Background: an optimization exercise with open tools, aiming at a short achievable clock period and few clock cycles. Do not read the settings as production practice.
Function was checked by simulation only, so behaviour that the tests miss may differ from the original.
Power is estimated from default activity; no workload was simulated.

[config.mk]
export PLATFORM = sky130hd
export DESIGN_NAME = zbuf_raster
export DESIGN_NICKNAME = zbuf_raster
export VERILOG_FILES = /design/flow/design.v
export SDC_FILE = /design/flow/constraint.sdc
export NUM_CORES = 4
export LEC_CHECK = 0
export ABC_CLOCK_PERIOD_IN_PS = 2000
export CAP_MARGIN = 20
export CORE_MARGIN = 2
export CORE_UTILIZATION = 30
export SETUP_SLACK_MARGIN = 4.0
export SLEW_MARGIN = 20
export TNS_END_PERCENT = 100
[constraint.sdc]
create_clock -name core_clock -period 6.0 [get_ports {clk}]
set_input_delay 1.2000 -clock core_clock [delete_from_list [all_inputs] [get_ports {clk}]]
set_output_delay 1.2000 -clock core_clock [all_outputs]
set_load 0.01 [all_outputs]
[design.v]
module fsm_b1 (
    input  logic clk,
    input  logic rst,
    input  logic req_1,
    output logic busy_next,        
    input  logic emit_ok,
    output logic emit,
    output logic init_br,
    output logic go,
    output logic stage2,
    output logic load,             
    input  logic busy_a,
    input  logic busy_b,
    input  logic eol_a,
    input  logic eol_b
);
    typedef enum logic [2:0] {Wait, Setup, Init, Axis, Axis2, First, Row, Min} fsm_t;
    fsm_t state, next_state;
    logic next_stage2;
    always_ff @(posedge clk) begin
        if (rst == 1'b0) begin
            state  <= Wait;
            stage2 <= 1'b0;
        end else begin
            state  <= next_state;
            stage2 <= next_stage2;
        end
    end
    always_comb begin
        next_state  = state;
        next_stage2 = stage2;
        emit    = 1'b0;
        init_br = 1'b0;
        go      = 1'b0;
        load    = 1'b0;
        case (state)
            Wait: begin
                next_stage2 = 1'b0;
                if (req_1 == 1'b0) next_state = Setup;
            end
            Setup: begin
                load = 1'b1;
                next_state = Init;
            end
            Init: begin
                init_br = 1'b1;
                next_state = Axis;
            end
            Axis:  next_state = Axis2;
            Axis2: next_state = First;
            First:
                if (emit_ok) begin
                    emit = 1'b1;
                    go   = 1'b1;
                    next_state = Row;
                end
            Row:
                if (!busy_a && !busy_b && emit_ok) begin
                    emit = 1'b1;
                    if ((stage2 && (eol_a || eol_b)) || (eol_a && eol_b)) begin
                        next_state = Wait;
                    end else if (eol_a || eol_b) begin
                        next_stage2 = 1'b1;
                        next_state = Min;
                    end else begin
                        go = 1'b1;
                    end
                end
            Min: begin
                load = 1'b1;
                next_state = Init;
            end
            default: next_state = Wait;
        endcase
        busy_next = (next_state != Wait);
    end
endmodule
module initiator (
    input  logic        stage2,       
    input  logic [23:0] point_a,
    input  logic [23:0] point_b,
    input  logic [23:0] point_c,
    input  logic [7:0]  ycmp,         
    input  logic [23:0] point_out_a,
    input  logic [23:0] point_out_b,
    input  logic [3:0]  ecmp,         
    input  logic [23:0] b,            
    input  logic [23:0] c,
    input  logic [23:0] point_max,    
    input  logic [23:0] point_1,
    input  logic [23:0] point_2,
    output logic [23:0] next_point_max,
    output logic [23:0] next_point_1,
    output logic [23:0] next_point_2,
    output logic [23:0] next_b,
    output logic [23:0] next_c
);
    logic eq_ab, eq_bc, eq_ac, lt_ac, lt_ca, lt_ab, lt_ba, lt_cb;
    assign {eq_ab, eq_bc, eq_ac, lt_ac, lt_ca, lt_ab, lt_ba, lt_cb} = ycmp;
    always_comb begin
        next_point_max = point_max;
        next_point_1   = point_1;
        next_point_2   = point_2;
        next_b         = b;
        next_c         = c;
        if (!stage2) begin
            if (eq_ab && lt_ac) begin
                next_point_max = point_c; next_point_1 = point_b; next_point_2 = point_a;
                next_b = point_a; next_c = point_c;
            end else if (eq_bc && lt_ca) begin
                next_point_max = point_a; next_point_1 = point_b; next_point_2 = point_c;
                next_b = point_b; next_c = point_c;
            end else if (eq_ac && lt_ab) begin
                next_point_max = point_b; next_point_1 = point_c; next_point_2 = point_a;
                next_b = point_a; next_c = point_c;
            end else if (!lt_ba && !lt_ca) begin
                next_point_max = point_a; next_point_1 = point_b; next_point_2 = point_c;
                next_b = point_b; next_c = point_c;
            end else if (!lt_ab && !lt_cb) begin
                next_point_max = point_b; next_point_1 = point_a; next_point_2 = point_c;
                next_b = point_a; next_c = point_c;
            end else begin
                next_point_max = point_c; next_point_1 = point_a; next_point_2 = point_b;
                next_b = point_a; next_c = point_b;
            end
        end else begin
            if (ecmp[3]) begin
                next_point_max = c; next_point_1 = b; next_point_2 = point_out_a;
            end else if (ecmp[2]) begin
                next_point_max = b; next_point_1 = c; next_point_2 = point_out_a;
            end else if (ecmp[1]) begin
                next_point_max = c; next_point_1 = b; next_point_2 = point_out_b;
            end else if (ecmp[0]) begin
                next_point_max = b; next_point_1 = c; next_point_2 = point_out_b;
            end
        end
    end
endmodule
module brensenham_line (
    input  logic clk,
    input  logic rst,
    input  logic init,
    input  logic go,
    output logic busy,
    output logic at_b,
    input  logic [23:0] point_a,    
    input  logic [23:0] point_b,    
    output logic [23:0] point_out
);
    localparam logic [1:0] MX = 2'd0, MY = 2'd1, MZ = 2'd2;
    logic [7:0] x, y, z;
    logic [7:0] xb, yb, zb;
    logic [7:0] dx, dy, dz;
    logic [7:0] fx, fy, fz, rx, ry, rz;    
    logic [7:0] adx, ady, adz;
    assign adx = xs ? rx : fx;
    assign ady = ys ? ry : fy;
    assign adz = zs ? rz : fz;
    logic       xs, ys, zs;           
    logic       setup, setup2;        
    logic       cxy, cxz, cyz;        
    logic [1:0] mode;
    logic [8:0] p1, p2;
    logic [8:0] ia1, ib1, ia2, ib2;       
    logic [7:0] xb_m, yb_m, zb_m;     
    logic [7:0] yo_m;                 
    logic       yo_ne_yb;             
    assign point_out = {x, y, z};
    logic eqx, eqy, eqz;
    assign at_b = eqx && eqy && eqz;
    function [7:0] stp;
        input [7:0] v;
        input       s;
        stp = s ? v + 8'd1 : v - 8'd1;
    endfunction
    logic [7:0] nx, ny, nz;
    logic       mvx, mvy, mvz;        
    logic [8:0] np1, np2;
    logic       cont;                 
    logic       guard;                
    always_comb begin
        nx = x; ny = y; nz = z;
        np1 = p1 + (p1[8] ? ib1 : ia1);
        np2 = p2 + (p2[8] ? ib2 : ia2);
        cont = 1'b0;
        guard = 1'b0;
        mvx = 1'b0; mvy = 1'b0; mvz = 1'b0;
        case (mode)
            MX: begin
                nx = stp(x, xs);
                if (!p1[8]) ny = stp(y, ys);
                if (!p2[8]) nz = stp(z, zs);
                mvx = 1'b1; mvy = !p1[8]; mvz = !p2[8];
                guard = !eqx;
                cont = (p1[8] && (y != yb))
                    || (((x != xb_m) || (p2[8] ? (z != zb) : (z != zb_m)))
                        && (p1[8] ? (y == yb) : (y == yb_m)));
            end
            MY: begin
                ny = stp(y, ys);
                if (!p1[8]) nx = stp(x, xs);
                if (!p2[8]) nz = stp(z, zs);
                mvy = 1'b1; mvx = !p1[8]; mvz = !p2[8];
                guard = !eqy;
                cont = 1'b0;
            end
            default: begin
                nz = stp(z, zs);
                if (!p1[8]) ny = stp(y, ys);
                if (!p2[8]) nx = stp(x, xs);
                mvz = 1'b1; mvy = !p1[8]; mvx = !p2[8];
                guard = !eqz;
                cont = ((p1[8] ? yo_ne_yb : ((y == yo_m) && (y != yb_m))) && (z != zb_m))
                    || (((p2[8] ? (x != xb) : (x != xb_m)) || (z != zb_m))
                        && (p1[8] ? (y == yb) : (y == yb_m)));
            end
        endcase
    end
    logic step;
    assign step = busy || (go && guard);
    always_ff @(posedge clk) begin
        if (rst == 1'b0) begin
            busy  <= 1'b0;
            setup  <= 1'b0;
            setup2 <= 1'b0;
        end else begin
            setup  <= init;
            setup2 <= setup;
            if (init)      busy <= 1'b0;
            else if (step) busy <= cont;
        end
    end
    always_ff @(posedge clk) begin
        if (init) begin
            x  <= point_a[23:16];
            y  <= point_a[15:8];
            z  <= point_a[7:0];
            xb <= point_b[23:16];
            yb <= point_b[15:8];
            zb <= point_b[7:0];
            xs <= point_a[23:16] < point_b[23:16];
            ys <= point_a[15:8]  < point_b[15:8];
            zs <= point_a[7:0]   < point_b[7:0];
            fx <= point_a[23:16] - point_b[23:16];
            fy <= point_a[15:8]  - point_b[15:8];
            fz <= point_a[7:0]   - point_b[7:0];
            rx <= point_b[23:16] - point_a[23:16];
            ry <= point_b[15:8]  - point_a[15:8];
            rz <= point_b[7:0]   - point_a[7:0];
            eqx <= (point_a[23:16] == point_b[23:16]);
            eqy <= (point_a[15:8]  == point_b[15:8]);
            eqz <= (point_a[7:0]   == point_b[7:0]);
        end else if (setup) begin
            xb_m     <= stp(xb, !xs);
            yb_m     <= stp(yb, !ys);
            zb_m     <= stp(zb, !zs);
            yo_m     <= stp(y, !ys);
            yo_ne_yb <= !eqy;
            dx  <= adx;
            dy  <= ady;
            dz  <= adz;
            cxy <= (adx >= ady);
            cxz <= (adx >= adz);
            cyz <= (ady >= adz);
        end else if (setup2) begin
            if (cxy && cxz) begin
                mode <= MX;
                p1  <= 9'(2*dy - dx);
                p2  <= 9'(2*dz - dx);
                ia1 <= 9'(2*dy - 2*dx);
                ib1 <= 9'(2*dy);
                ia2 <= 9'(2*dz - 2*dx);
                ib2 <= 9'(2*dz);
            end else if (!cxy && cyz) begin
                mode <= MY;
                p1  <= 9'(2*dx - dy);
                p2  <= 9'(2*dz - dy);
                ia1 <= 9'(2*dx - 2*dy);
                ib1 <= 9'(2*dx);
                ia2 <= 9'(2*dz - 2*dy);
                ib2 <= 9'(2*dz);
            end else begin
                mode <= MZ;
                p1  <= 9'(2*dy - dz);
                p2  <= 9'(2*dx - dz);
                ia1 <= 9'(2*dy - 2*dz);
                ib1 <= 9'(2*dy);
                ia2 <= 9'(2*dx - 2*dz);
                ib2 <= 9'(2*dx);
            end
        end else if (step) begin
            x  <= nx;
            y  <= ny;
            z  <= nz;
            p1 <= np1;
            p2 <= np2;
            if (mvx) eqx <= (x == xb_m);
            if (mvy) eqy <= (y == yb_m);
            if (mvz) eqz <= (z == zb_m);
        end
    end
endmodule
module b1 (
    input  logic clk,
    input  logic rst,
    input  logic req_1,
    output logic busy_next,
    input  logic emit_ok,
    output logic emit,
    input  logic [23:0] point_a,
    input  logic [23:0] point_b,
    input  logic [23:0] point_c,
    input  logic [7:0]  ycmp,
    output logic [23:0] point_out_a,
    output logic [23:0] point_out_b
);
    logic init_br, go, stage2, load;
    logic busy_a, busy_b, eol_a, eol_b;
    logic [23:0] point_max, point_1, point_2, reg_b, reg_c;
    logic [23:0] n_max, n_1, n_2, n_b, n_c;
    fsm_b1 u_fsm_b1 (
        .clk       ( clk ),
        .rst       ( rst ),
        .req_1     ( req_1 ),
        .busy_next ( busy_next ),
        .emit_ok   ( emit_ok ),
        .emit      ( emit ),
        .init_br   ( init_br ),
        .go        ( go ),
        .stage2    ( stage2 ),
        .load      ( load ),
        .busy_a    ( busy_a ),
        .busy_b    ( busy_b ),
        .eol_a     ( eol_a ),
        .eol_b     ( eol_b )
    );
    initiator u_initiator (
        .stage2         ( stage2 ),
        .point_a        ( point_a ),
        .point_b        ( point_b ),
        .point_c        ( point_c ),
        .ycmp           ( ycmp ),
        .point_out_a    ( point_out_a ),
        .point_out_b    ( point_out_b ),
        .ecmp           ( ecmp ),
        .b              ( reg_b ),
        .c              ( reg_c ),
        .point_max      ( point_max ),
        .point_1        ( point_1 ),
        .point_2        ( point_2 ),
        .next_point_max ( n_max ),
        .next_point_1   ( n_1 ),
        .next_point_2   ( n_2 ),
        .next_b         ( n_b ),
        .next_c         ( n_c )
    );
    logic [3:0] ecmp;
    always_ff @(posedge clk)
        ecmp <= {point_out_b == reg_b, point_out_b == reg_c,
                 point_out_a == reg_b, point_out_a == reg_c};
    always_ff @(posedge clk) begin
        if (load) begin
            point_max <= n_max;
            point_1   <= n_1;
            point_2   <= n_2;
            reg_b     <= n_b;
            reg_c     <= n_c;
        end
    end
    brensenham_line u_bresenham_line_a (
        .clk       ( clk ),
        .rst       ( rst ),
        .init      ( init_br ),
        .go        ( go ),
        .busy      ( busy_a ),
        .at_b      ( eol_a ),
        .point_a   ( point_max ),
        .point_b   ( point_1 ),
        .point_out ( point_out_a )
    );
    brensenham_line u_bresenham_line_b (
        .clk       ( clk ),
        .rst       ( rst ),
        .init      ( init_br ),
        .go        ( go ),
        .busy      ( busy_b ),
        .at_b      ( eol_b ),
        .point_a   ( point_max ),
        .point_b   ( point_2 ),
        .point_out ( point_out_b )
    );
endmodule
module b2_with_z #(
    parameter int K = 4
) (
    input  logic clk,
    input  logic rst,
    input  logic emit,          
    output logic emit_ok,       
    output logic pending,       
    input  logic [23:0] point_out_a,
    input  logic [23:0] point_out_b,
    input  logic [23:0] rgb,
    output logic [7:0]  rdata,
    output logic [7:0]  gdata,
    output logic [7:0]  bdata,
    output logic [15:0] waddr,
    output logic [15:0] raddr,
    output logic we,
    output logic [7:0] zdata_out,
    input  logic [7:0] zdata_in
);
    localparam int DEPTH = 8;
    localparam int NM = 2*K;        
    localparam int LK = (K >= 8) ? 3 : (K >= 4) ? 2 : 1;    
    localparam int O_PT  = 0;                  
    localparam int O_FL  = 32;                 
    localparam int O_XBM = 37;                 
    localparam int O_P0  = 45;                 
    localparam int O_S0  = 54;                 
    localparam int O_ZQ  = O_S0 + K;           
    localparam int O_ZE  = O_ZQ + K;           
    localparam int O_M   = O_ZE + 8*NM;        
    localparam int O_MN  = O_M + 9*NM;         
    localparam int O_P1  = O_MN + 9*NM;        
    localparam int W     = O_P1 + 9;
    logic       c_v;
    logic [7:0] c_xa, c_za, c_xb, c_zb, c_y, c_dx, c_dz;
    logic       c_xs, c_zs;    
    logic       d_v;
    logic [7:0] d_xa, d_za, d_xb, d_zb, d_y;
    logic       d_xs, d_zs, d_axis;
    logic [8:0] d_p0, d_inca, d_incb;
    logic [W-1:0] f_q;
    logic       f_v;
    logic [W-1:0] q [DEPTH];
    logic [2:0] q_rd, q_wr;
    logic [DEPTH-1:0] q_cnt;      
    logic [DEPTH-1:0] occ;        
    logic [W-1:0] qh;
    logic       s_v;
    logic [7:0] s_x, s_z, s_y, s_xbm;
    logic       s_xs, s_zs, s_axis;
    logic       s_xeq;            
    logic       s_safe;           
    logic [K-1:0] s_zq;           
    logic [8:0] s_p;              
    logic [8:0] s_p1;             
    logic [K-1:0] s_s;            
    logic [9*NM-1:0] s_m, s_mn;   
    logic [8*NM-1:0] s_ze;
    logic        v1;
    logic [15:0] a1;
    logic [7:0]  z1;
    logic        f2, f3;          
    logic        we3;
    logic [15:0] a3;
    logic [7:0]  z3;
    logic pop;
    always_ff @(posedge clk) begin
        if (rst == 1'b0) begin
            c_v <= 1'b0; d_v <= 1'b0; f_v <= 1'b0;
        end else begin
            c_v <= emit; d_v <= c_v; f_v <= d_v;
        end
        c_xa <= point_out_a[23:16];
        c_za <= point_out_a[7:0];
        c_xb <= point_out_b[23:16];
        c_y  <= point_out_b[15:8];
        c_zb <= point_out_b[7:0];
        c_xs <= point_out_a[23:16] < point_out_b[23:16];
        c_zs <= point_out_a[7:0]   < point_out_b[7:0];
        c_dx <= (point_out_a[23:16] < point_out_b[23:16]) ? point_out_b[23:16] - point_out_a[23:16]
                                                          : point_out_a[23:16] - point_out_b[23:16];
        c_dz <= (point_out_a[7:0] < point_out_b[7:0]) ? point_out_b[7:0] - point_out_a[7:0]
                                                      : point_out_a[7:0] - point_out_b[7:0];
        d_xa <= c_xa; d_za <= c_za; d_xb <= c_xb; d_zb <= c_zb; d_y <= c_y;
        d_xs <= c_xs; d_zs <= c_zs;
        d_axis <= (c_dx >= c_dz);
        if (c_dx >= c_dz) begin
            d_p0   <= 9'(2*c_dz - c_dx);
            d_inca <= 9'(2*c_dz - 2*c_dx);
            d_incb <= 9'(2*c_dz);
        end else begin
            d_p0   <= 9'(2*c_dx - c_dz);
            d_inca <= 9'(2*c_dx - 2*c_dz);
            d_incb <= 9'(2*c_dx);
        end
        f_q <= f_next;
    end
    logic [W-1:0] f_next;
    logic [9*NM-1:0] e_m;
    logic [8*NM-1:0] e_ze;
    logic [7:0] e_xbm;
    always_comb begin
        e_xbm = d_xs ? d_xb - 8'd1 : d_xb + 8'd1;
        for (int j = 0; j < NM; j++) begin
            e_m[9*j +: 9]  = 9'(j * d_incb);
            e_ze[8*j +: 8] = d_zs ? 8'(d_zb - j) : 8'(d_zb + j);
        end
        f_next = '0;
        f_next[O_PT +: 32] = {d_xa, d_za, d_y, d_xb};
        f_next[O_FL +: 5]  = {d_xs, d_zs, d_axis, d_xa == d_xb,
                              d_zs ? ((d_za != 8'd0) && (d_za <= 8'(256 - K))) : (d_za >= 8'(K))};
        f_next[O_XBM +: 8] = e_xbm;
        f_next[O_P0 +: 9]  = d_p0;
        f_next[O_P1 +: 9]  = 9'(d_p0 + d_incb);
        for (int j = 0; j < K; j++) begin
            f_next[O_S0 + j] = 9'(d_p0 + j * d_incb) >> 8;
            f_next[O_ZQ + j] = (d_za == e_ze[8*j +: 8]);
        end
        f_next[O_ZE +: 8*NM] = e_ze;
        for (int j = 0; j < NM; j++) begin
            f_next[O_M + 9*j +: 9]  = e_m[9*j +: 9];
            f_next[O_MN + 9*j +: 9] = 9'(j * d_incb + d_inca);
        end
    end
    assign qh = q_cnt[0] ? q[q_rd] : f_q;
    assign emit_ok = !occ[DEPTH-1];
    logic [8:0] am [NM];      
    logic [8:0] an [NM];      
    logic [7:0] zj [K+1];     
    logic       zc [NM];      
    logic       safe;         
    logic       inc [K+1];    
    logic       sel [K];      
    logic       s_last;
    logic       eq_stay, eq_move;
    logic [7:0] g_zmin, nx_x, nx_z;
    logic [8:0] nx_p, nx_p1;
    logic [K-1:0] nx_s, nx_zq;
    logic       nx_xeq, nx_safe;
    logic       zsafe [K+1];    
    always_comb begin
        for (int j = 0; j < NM; j++) begin
            if (j % 2 == 0) begin
                am[j] = s_p + s_m[9*j +: 9];
                an[j] = s_p + s_mn[9*j +: 9];
            end else begin
                am[j] = s_p1 + s_m[9*(j-1) +: 9];
                an[j] = s_p1 + s_mn[9*(j-1) +: 9];
            end
            zc[j] = (s_z == s_ze[8*j +: 8]);
        end
        zj[0] = s_z;
        for (int j = 1; j <= K; j++) zj[j] = s_zs ? 8'(s_z + j) : 8'(s_z - j);
        safe = s_safe;
        zsafe[0] = s_zs ? ((s_z != 8'd0) && (s_z <= 8'(256 - K))) : (s_z >= 8'(K));
        for (int d = 1; d <= K; d++)
            zsafe[d] = s_zs ? ((s_z <= 8'(256 - K - d)) || ({1'b0, s_z} >= 9'(257 - d)))
                            : ((s_z >= 8'(K + d)) || (s_z < 8'(d)));
        eq_stay = s_xeq;
        eq_move = (s_x == s_xbm);
        inc[0] = 1'b1;
        for (int j = 1; j < K; j++)
            inc[j] = inc[j-1] && !s_axis && safe && s_s[j-1] && !(s_xeq && s_zq[j-1]);
        inc[K] = 1'b0;
        for (int j = 0; j < K; j++) sel[j] = inc[j] && !inc[j+1];
        s_last = 1'b0;
        for (int j = 0; j < K; j++) s_last = s_last || (inc[j] && s_xeq && s_zq[j]);
        g_zmin = s_z;
        nx_x = s_x; nx_z = s_z; nx_p = s_p; nx_p1 = s_p1; nx_s = s_s; nx_zq = s_zq; nx_xeq = s_xeq; nx_safe = s_safe;
        for (int j = 0; j < K; j++) begin
            if (sel[j]) begin
                g_zmin = s_zs ? s_z : zj[j];
                if (s_s[j]) begin
                    nx_p = am[j+1];
                    nx_p1 = am[j+2];
                    for (int i = 0; i < K; i++) nx_s[i] = am[j+1+i][8];
                    if (s_axis) begin
                        nx_x = s_xs ? s_x + 8'd1 : s_x - 8'd1;
                        nx_xeq = eq_move;
                        nx_z = s_z;
                        nx_safe = zsafe[0];
                        for (int i = 0; i < K; i++) nx_zq[i] = zc[i];
                    end else begin
                        nx_x = s_x;
                        nx_xeq = s_xeq;
                        nx_z = zj[j+1];
                        nx_safe = zsafe[j+1];
                        for (int i = 0; i < K; i++) nx_zq[i] = zc[j+1+i];
                    end
                end else begin
                    nx_p = an[j];
                    nx_p1 = an[j+1];
                    for (int i = 0; i < K; i++) nx_s[i] = an[j+i][8];
                    nx_x = s_xs ? s_x + 8'd1 : s_x - 8'd1;
                    nx_xeq = eq_move;
                    nx_z = zj[j+1];
                    nx_safe = zsafe[j+1];
                    for (int i = 0; i < K; i++) nx_zq[i] = zc[j+1+i];
                end
            end
        end
    end
    logic take, push_q, pop_q;
    assign take   = (q_cnt[0] || f_v) && (!s_v || s_last);
    assign pop_q  = take && q_cnt[0];
    assign push_q = f_v && !(take && !q_cnt[0]);
    assign pop    = take;
    logic [DEPTH-1:0] q_cnt_up, q_cnt_dn, occ_up, occ_dn;
    assign q_cnt_up = f_v  ? {q_cnt[DEPTH-2:0], 1'b1} : q_cnt;
    assign q_cnt_dn = f_v  ? q_cnt : {1'b0, q_cnt[DEPTH-1:1]};    
    assign occ_up   = emit ? {occ[DEPTH-2:0], 1'b1} : occ;
    assign occ_dn   = emit ? occ : {1'b0, occ[DEPTH-1:1]};
    logic wr1, t_in, t2, t3;
    always_comb begin
        t_in = (zdata_in == 8'd0) || !(zdata_in < z1);
        t2   = (zdata_out == 8'd0) || !(zdata_out < z1);
        t3   = (z3 == 8'd0) || !(z3 < z1);
        if (f2 && we)        wr1 = v1 && t2;
        else if (f3 && we3)  wr1 = v1 && t3;
        else                 wr1 = v1 && t_in;
    end
    assign pending = emit || occ[0] || s_v || v1;
    always_ff @(posedge clk) begin
        if (rst == 1'b0) begin
            q_rd  <= 0;
            q_wr  <= 0;
            q_cnt <= 0;
            occ   <= 0;
            s_v   <= 1'b0;
            v1    <= 1'b0;
            we    <= 1'b0;
            we3   <= 1'b0;
        end else begin
            if (push_q) q_wr <= q_wr + 1'b1;
            if (pop_q)  q_rd <= q_rd + 1'b1;
            q_cnt <= take ? q_cnt_dn : q_cnt_up;
            occ   <= pop ? occ_dn : occ_up;
            s_v   <= pop || (s_v && !s_last);
            v1    <= s_v;
            we    <= wr1;
            we3   <= we;
        end
        if (f_v) q[q_wr] <= f_q;       
        if (pop) begin
            {s_x, s_z, s_y}  <= qh[O_PT + 8 +: 24];
            {s_xs, s_zs, s_axis, s_xeq, s_safe} <= qh[O_FL +: 5];
            s_xbm <= qh[O_XBM +: 8];
            s_p   <= qh[O_P0 +: 9];
            s_p1  <= qh[O_P1 +: 9];
            s_s   <= qh[O_S0 +: K];
            s_zq  <= qh[O_ZQ +: K];
            s_ze  <= qh[O_ZE +: 8*NM];
            s_m   <= qh[O_M +: 9*NM];
            s_mn  <= qh[O_MN +: 9*NM];
        end else begin
            s_x   <= nx_x;
            s_z   <= nx_z;
            s_p   <= nx_p;
            s_p1  <= nx_p1;
            s_s   <= nx_s;
            s_zq  <= nx_zq;
            s_xeq <= nx_xeq;
            s_safe <= nx_safe;
        end
        a1 <= {s_y, s_x};
        z1 <= g_zmin;
        f2 <= (a1 == {s_y, s_x});
        f3 <= (waddr == {s_y, s_x});
        waddr     <= a1;
        zdata_out <= z1;
        rdata     <= (rgb[23:16] < z1) ? 8'd0 : rgb[23:16] - z1;
        gdata     <= (rgb[15:8]  < z1) ? 8'd0 : rgb[15:8]  - z1;
        bdata     <= (rgb[7:0]   < z1) ? 8'd0 : rgb[7:0]   - z1;
        a3  <= waddr;
        z3  <= zdata_out;
    end
    always_ff @(posedge clk) begin
        if (rst == 1'b0) raddr <= 16'd0;
        else if (pop)    raddr <= {qh[O_PT + 8 +: 8], qh[O_PT + 24 +: 8]};
        else             raddr <= {s_y, nx_x};
    end
endmodule
module zbuf_raster (
    input  logic        clk,
    input  logic        rst,
    input  logic        req_1,
    output logic        ack_1,
    input  logic [23:0] point_a,
    input  logic [23:0] point_b,
    input  logic [23:0] point_c,
    input  logic [23:0] rgb,
    output logic        we,
    output logic [15:0] waddr,
    output logic [7:0]  rdata,
    output logic [7:0]  gdata,
    output logic [7:0]  bdata,
    output logic [7:0]  zdata_out,
    output logic [15:0] raddr,
    input  logic [7:0]  zdata_in
);
logic [23:0] point_out_a, point_out_b;
logic emit, emit_ok, b1_busy, fill_pending;
logic [23:0] pa_r, pb_r, pc_r, rgb_r;
logic [7:0]  ycmp;
always_ff @(posedge clk) begin
    ycmp  <= {point_a[15:8] == point_b[15:8], point_b[15:8] == point_c[15:8],
              point_a[15:8] == point_c[15:8], point_a[15:8] <  point_c[15:8],
              point_c[15:8] <  point_a[15:8], point_a[15:8] <  point_b[15:8],
              point_b[15:8] <  point_a[15:8], point_c[15:8] <  point_b[15:8]};
    pa_r  <= point_a;
    pb_r  <= point_b;
    pc_r  <= point_c;
    rgb_r <= rgb;
end
b1 u_b1(
    .clk         ( clk ),
    .rst         ( rst ),
    .req_1       ( req_1 ),
    .busy_next   ( b1_busy ),
    .emit_ok     ( emit_ok ),
    .emit        ( emit ),
    .point_a     ( pa_r ),
    .point_b     ( pb_r ),
    .point_c     ( pc_r ),
    .ycmp        ( ycmp ),
    .point_out_a ( point_out_a ),
    .point_out_b ( point_out_b )
);
b2_with_z u_b2_with_z (
    .clk         ( clk ),
    .rst         ( rst ),
    .emit        ( emit ),
    .emit_ok     ( emit_ok ),
    .pending     ( fill_pending ),
    .point_out_a ( point_out_a ),
    .point_out_b ( point_out_b ),
    .rgb         ( rgb_r ),
    .rdata       ( rdata ),
    .gdata       ( gdata ),
    .bdata       ( bdata ),
    .waddr       ( waddr ),
    .zdata_in    ( zdata_in ),
    .zdata_out   ( zdata_out ),
    .raddr       ( raddr ),
    .we          ( we )
);
always_ff @(posedge clk) begin
    if (rst == 1'b0) ack_1 <= 1'b0;
    else             ack_1 <= b1_busy | fill_pending;
end
endmodule
[run.sh]
#!/bin/bash
# synth_recipe.tcl (not shown) runs the flow's synth.tcl, then flattens the netlist and writes it again
# the make line also repeats each setting of config.mk as NAME=value (left out here)
make -C /OpenROAD-flow-scripts/flow DESIGN_CONFIG=/design/flow/config.mk WORK_HOME=/design/flow/orfs CLKGATE_MAP_FILE= SYNTH_SCRIPT=/design/flow/synth_recipe.tcl finish
==> impl_metrics.py <==
metrics = {
    "floorplanning": {
        "start_util_pct": 30.1,
        "coreArea_um2": 392000,
        "dieArea_um2": 399000,
        "ioPinCount": 173,
        "die_x_um": 632,
        "die_h_um": 632,
        "placement_rows": 230,
    },
    "clock_network": {
        "tritoncts": "done",
        "clockBufferDepth": 4,
        "cts.sinks": 2440,
        "cts_hold_buf": 0,
        "clock_latency_ps": 940,
        "cts_buffers": 271,
        "htree_num_levels": 5,
        "clk_transition_reported_paths_ps": 60,
        "cts-root-buf": "clkbuf_16",
    },
    "global_routing": {
        "grt_pass1_wl_mm": 549,
        "grt_max_degree": 81,
        "use_met2_pct": 28.7,
        "grt_overflow": 0,
        "grt_antenna_before_repair": 9,
        "groute.usage.overall_pct": 18.4,
        "grt_pass1_vias": 81000,
        "grt_util_met1_pct": 24.8,
        "grt_use_met3_pct": 3.49,
        "busiest_layer": "met2",
    },
    "logic_synthesis": {
        "yosysTopAreaCell": "edfxtp_1",
        "ys_ff_latch": 2440,
        "synth_most_common_cell": "edfxtp_1",
        "ys_top_cells_by_count": "1907 x edfxtp_1, 674 x ha_1, 586 x a21oi_1",
        "synth-seq-area-share_pct": 57.5,
        "syn-instance-count": 8975,
        "async_flop_share_pct": 0,
        "ys.flop_type": "edfxtp_1",
        "synth_area_per_cell_um2": 13.2,
        "synth-edff-count": 1907,
        "syn_area_um2": 118000,
        "ys_types": 90,
        "synth_area_leaders": "edfxtp_1 48%, dfxtp_1 9.0%, ha_1 7.1%, mux4_2 5.8%, xnor2_1 3.4%",
        "synth_top_area_share_pct": 48.4,
        "synth_warnings": 13,
    },
    "power": {
        "power_density_nw_per_um2": 391,
        "ir_drop_mv": 0.409,
        "p_leak_uw": 0.0588,
    },
    "hold_path": {
        "hold_path_class": "reg -> reg",
        "min_to": "u_b2_with_z.d_xa[7]$_DFF_P_",
        "hold_path_startpoint": "u_b2_with_z.c_xa[7]$_DFF_P_",
        "min_delay_path_depth": 0,
    },
    "sta": {
        "rsz0062_at_grt": "yes",
        "slew_violations": 0,
        "min_period_over_period_pct": 50.0,
        "period_minus_slack_ps": 3000,
        "tightest_slew_ps": 1140,
        "fmax_ghz": 0.334,
        "tns_ps": 0,
        "slew_headroom_pct": 24.2,
        "setup_viol": 0,
        "skew_ps": 78.3,
        "hold_violations": 0,
        "hold_ws_ps": 291,
    },
    "critical_path": {
        "cp-end-kind": "flop",
        "cp_max_fo": 3,
        "reg2reg_depth": 10,
        "crit_path_start_kind": "flop",
        "r2r-end": "u_b2_with_z.s_p1[7]$_DFFE_PP_",
        "required_ps": 6630,
        "crit_type": "reg -> reg",
        "r2r_start": "u_b2_with_z.s_mn[55]$_DFFE_PP_",
        "ff2ff_setup_slack_ps": 3000,
        "cp.arrival_ps": 3620,
    },
    "status": {
        "outcome": "finished clean",
    },
    "place": {
        "place_hpwl_mm": 218,
        "place_congestion": 0.889,
        "io_buffer_count": 172,
    },
    "route": {
        "routed_wirelength_mm": 393,
        "vias_per_cell": 5.24,
        "post_drt_wl_per_cell_um": 24.7,
        "first_pass_iters": 10,
        "drc": 0,
        "vias": 83400,
        "first_iter_violations": 9295,
        "antenna_left": 0,
    },
    "layout": {
        "post-route-util_pct": 41.0,
        "drive_gt1_share_pct": 37.0,
        "fin_nets": 11300,
        "syn_to_final_growth_pct": 35.9,
    },
    "job": {
        "max-cap-violations": 0,
    },
}
==> metrics by stage <==
| step | cell area, µm² | instances | power [µW] | worst slack, ps |
|---|---|---|---|---|
| floorplan | 118000 | 8994 | 32300 | 1250 |
| global placement | 126000 | 14100 | 37600 | 2110 |
| detailed placement | 126000 | 14100 | 37700 | 2030 |
| CTS | 153000 | 15600 | 59800 | 3130 |
| global route | 161000 | 15900 | 65300 | 2970 |
| finish | 161000 | 15900 | 62800 | 3000 |
==> layout make-up <==
class                           instances  area (µm²)
Timing Repair inverter                 10         184
Clock buffer                          385        7620
Inverter                              473        2020
Clock inverter                        108        1160
Tap cell                             5220        6530
Fill cell                           34900      232000
Multi-Input combinational cell       5678       56500
Antenna cell                            4        10.0
Sequential cell                      2440       68200
Timing Repair Buffer                 1595       18400
==> metal layers <==
| layer | part of all wire (%) | wire, µm | vias up |
|---|---|---|---|
| met3 | 8.9 | 35100 | 1132 |
| met4 | 5.5 | 21800 | 6 |
| met5 | 0.010 | 40 | - |
| li1 | - | - | 36500 |
| met2 | 45 | 177000 | 4121 |
| met1 | 41 | 159000 | 41600 |
==> worst max path at each step <==
stage	startpoint	cells past startpoint	slack (ps)	end
6_report	u_b2_with_z.s_mn[55]$_DFFE_PP_	10	3000	u_b2_with_z.s_p1[7]$_DFFE_PP_
5_1_grt	u_b2_with_z.c_dz[4]$_DFF_P_	12	2970	u_b2_with_z.d_inca[6]$_DFF_P_
4_1_cts	u_b2_with_z.s_mn[55]$_DFFE_PP_	10	3130	u_b2_with_z.s_p1[7]$_DFFE_PP_
3_5_place_dp	u_b2_with_z.s_axis$_DFFE_PP_	8	2030	u_b2_with_z.s_z[7]$_DFFE_PP_
3_3_place_gp	u_b2_with_z.s_axis$_DFFE_PP_	8	2110	u_b2_with_z.raddr[11]$_SDFF_PN0_
2_1_floorplan	u_b2_with_z.f_v$_SDFF_PN0_	3	1250	u_b2_with_z.q[0][100]$_DFFE_PP_
==> cells in the final DEF, fill, tap and decap left out, drive strengths merged, types with 79 or more instances in the layout <==
cell / count
nor2: 518
a211oi: 79
mux2i: 261
dfxtp: 533
clkdlybuf4s50: 96
xor2: 334
xnor2: 459
o22ai: 138
nand2: 385
nor3: 98
clkbuf: 406
nor2b: 144
a21oi: 589
o21ai: 451
mux2: 142
a21o: 190
fa: 81
nand2b: 115
buf: 1446
ha: 674
mux4: 306
inv: 479
edfxtp: 1907
==> cell families after synthesis <==
logic type / after synthesis / share of synthesized area [%]
AO/OA/AOI/OAI: 1849 / 9.67
XOR/XNOR: 794 / 5.90
adder cells (fa/ha/maj): 755 / 8.51
buffers and inverters: 880 / 2.85
flip-flops: 2440 / 57.5
multiplexers: 709 / 9.39
other: 1 / 0.00317
AND/OR/NAND/NOR: 1547 / 6.21
==> worst max-delay path: stages (launching register included) <==
cell and delay (ps):
edfxtp_1 510, ha_4 240, fa_2 390, a21o_1 180
a21o_1 160, a21o_1 160, a21oi_2 140, xor2_1 250
o21ai_2 100, a222oi_1 390, o211ai_1 170
==> power breakdown <==
| group | internal, µW | total (µW) | switching [µW] |
|---|---|---|---|
| clock network | 9570 | 16600 | 7040 |
| registers | 21100 | 23700 | 2510 |
| logic | 10800 | 22500 | 11700 |
==> flip-flops by register name, indices dropped and copies added (netlist names), 24 cells and up, named ones only <==
name	count
u_b2_with_z.s_ze	54
pa_r	24
u_b1.reg_c	24
pc_r	24
pb_r	24
u_b2_with_z.f_q	153
u_b1.point_max	24
u_b1.point_2	24
u_b2_with_z.s_mn	27
u_b2_with_z.q	1224
u_b1.point_1	24
u_b1.reg_b	24
rgb_r	24
==> timing repair <==
| action | CTS | global route |
|---|---|---|
| gates resized for setup | 2535 | 1035 |
| gates cloned | 93 | 32 |
| setup endpoints to repair | 2307 | 1525 |
| pin swaps | 820 | 677 |
| buffers inserted | 920 | 280 |
Testbench counts, summed over its fixed seeds: cycles 119,523.

==> separate check: timing with driven ports <==
Ports are ideal in the flow. The routed layout listed here was re-timed in OpenROAD.
Step 1, drivers: a clkbuf_16 drives clk and a buf_2 each remaining input, both assumed.
Step 2, shift: input delay + t, output delay - t, t = (earliest + latest rising clock arrival at the registers) / 2. This alone moves slack from input paths to output paths.
Slacks: no drivers / after step 1 / after step 2; pairs: no drivers / after step 1.
shift t [ns]: 1.011
slack for setup (ns): 3.003 / 3.003 / 2.741
worst setup path after step 2: input to register
clock arrival spread, ns: 0.083 / 0.083
worst register clock-pin slew, ns: 0.07 / 0.07
After both steps setup and hold are still met in this run. For this run, drivers alone change the setup slack by 0.000 ns; drivers and shift together by -0.262 ns.
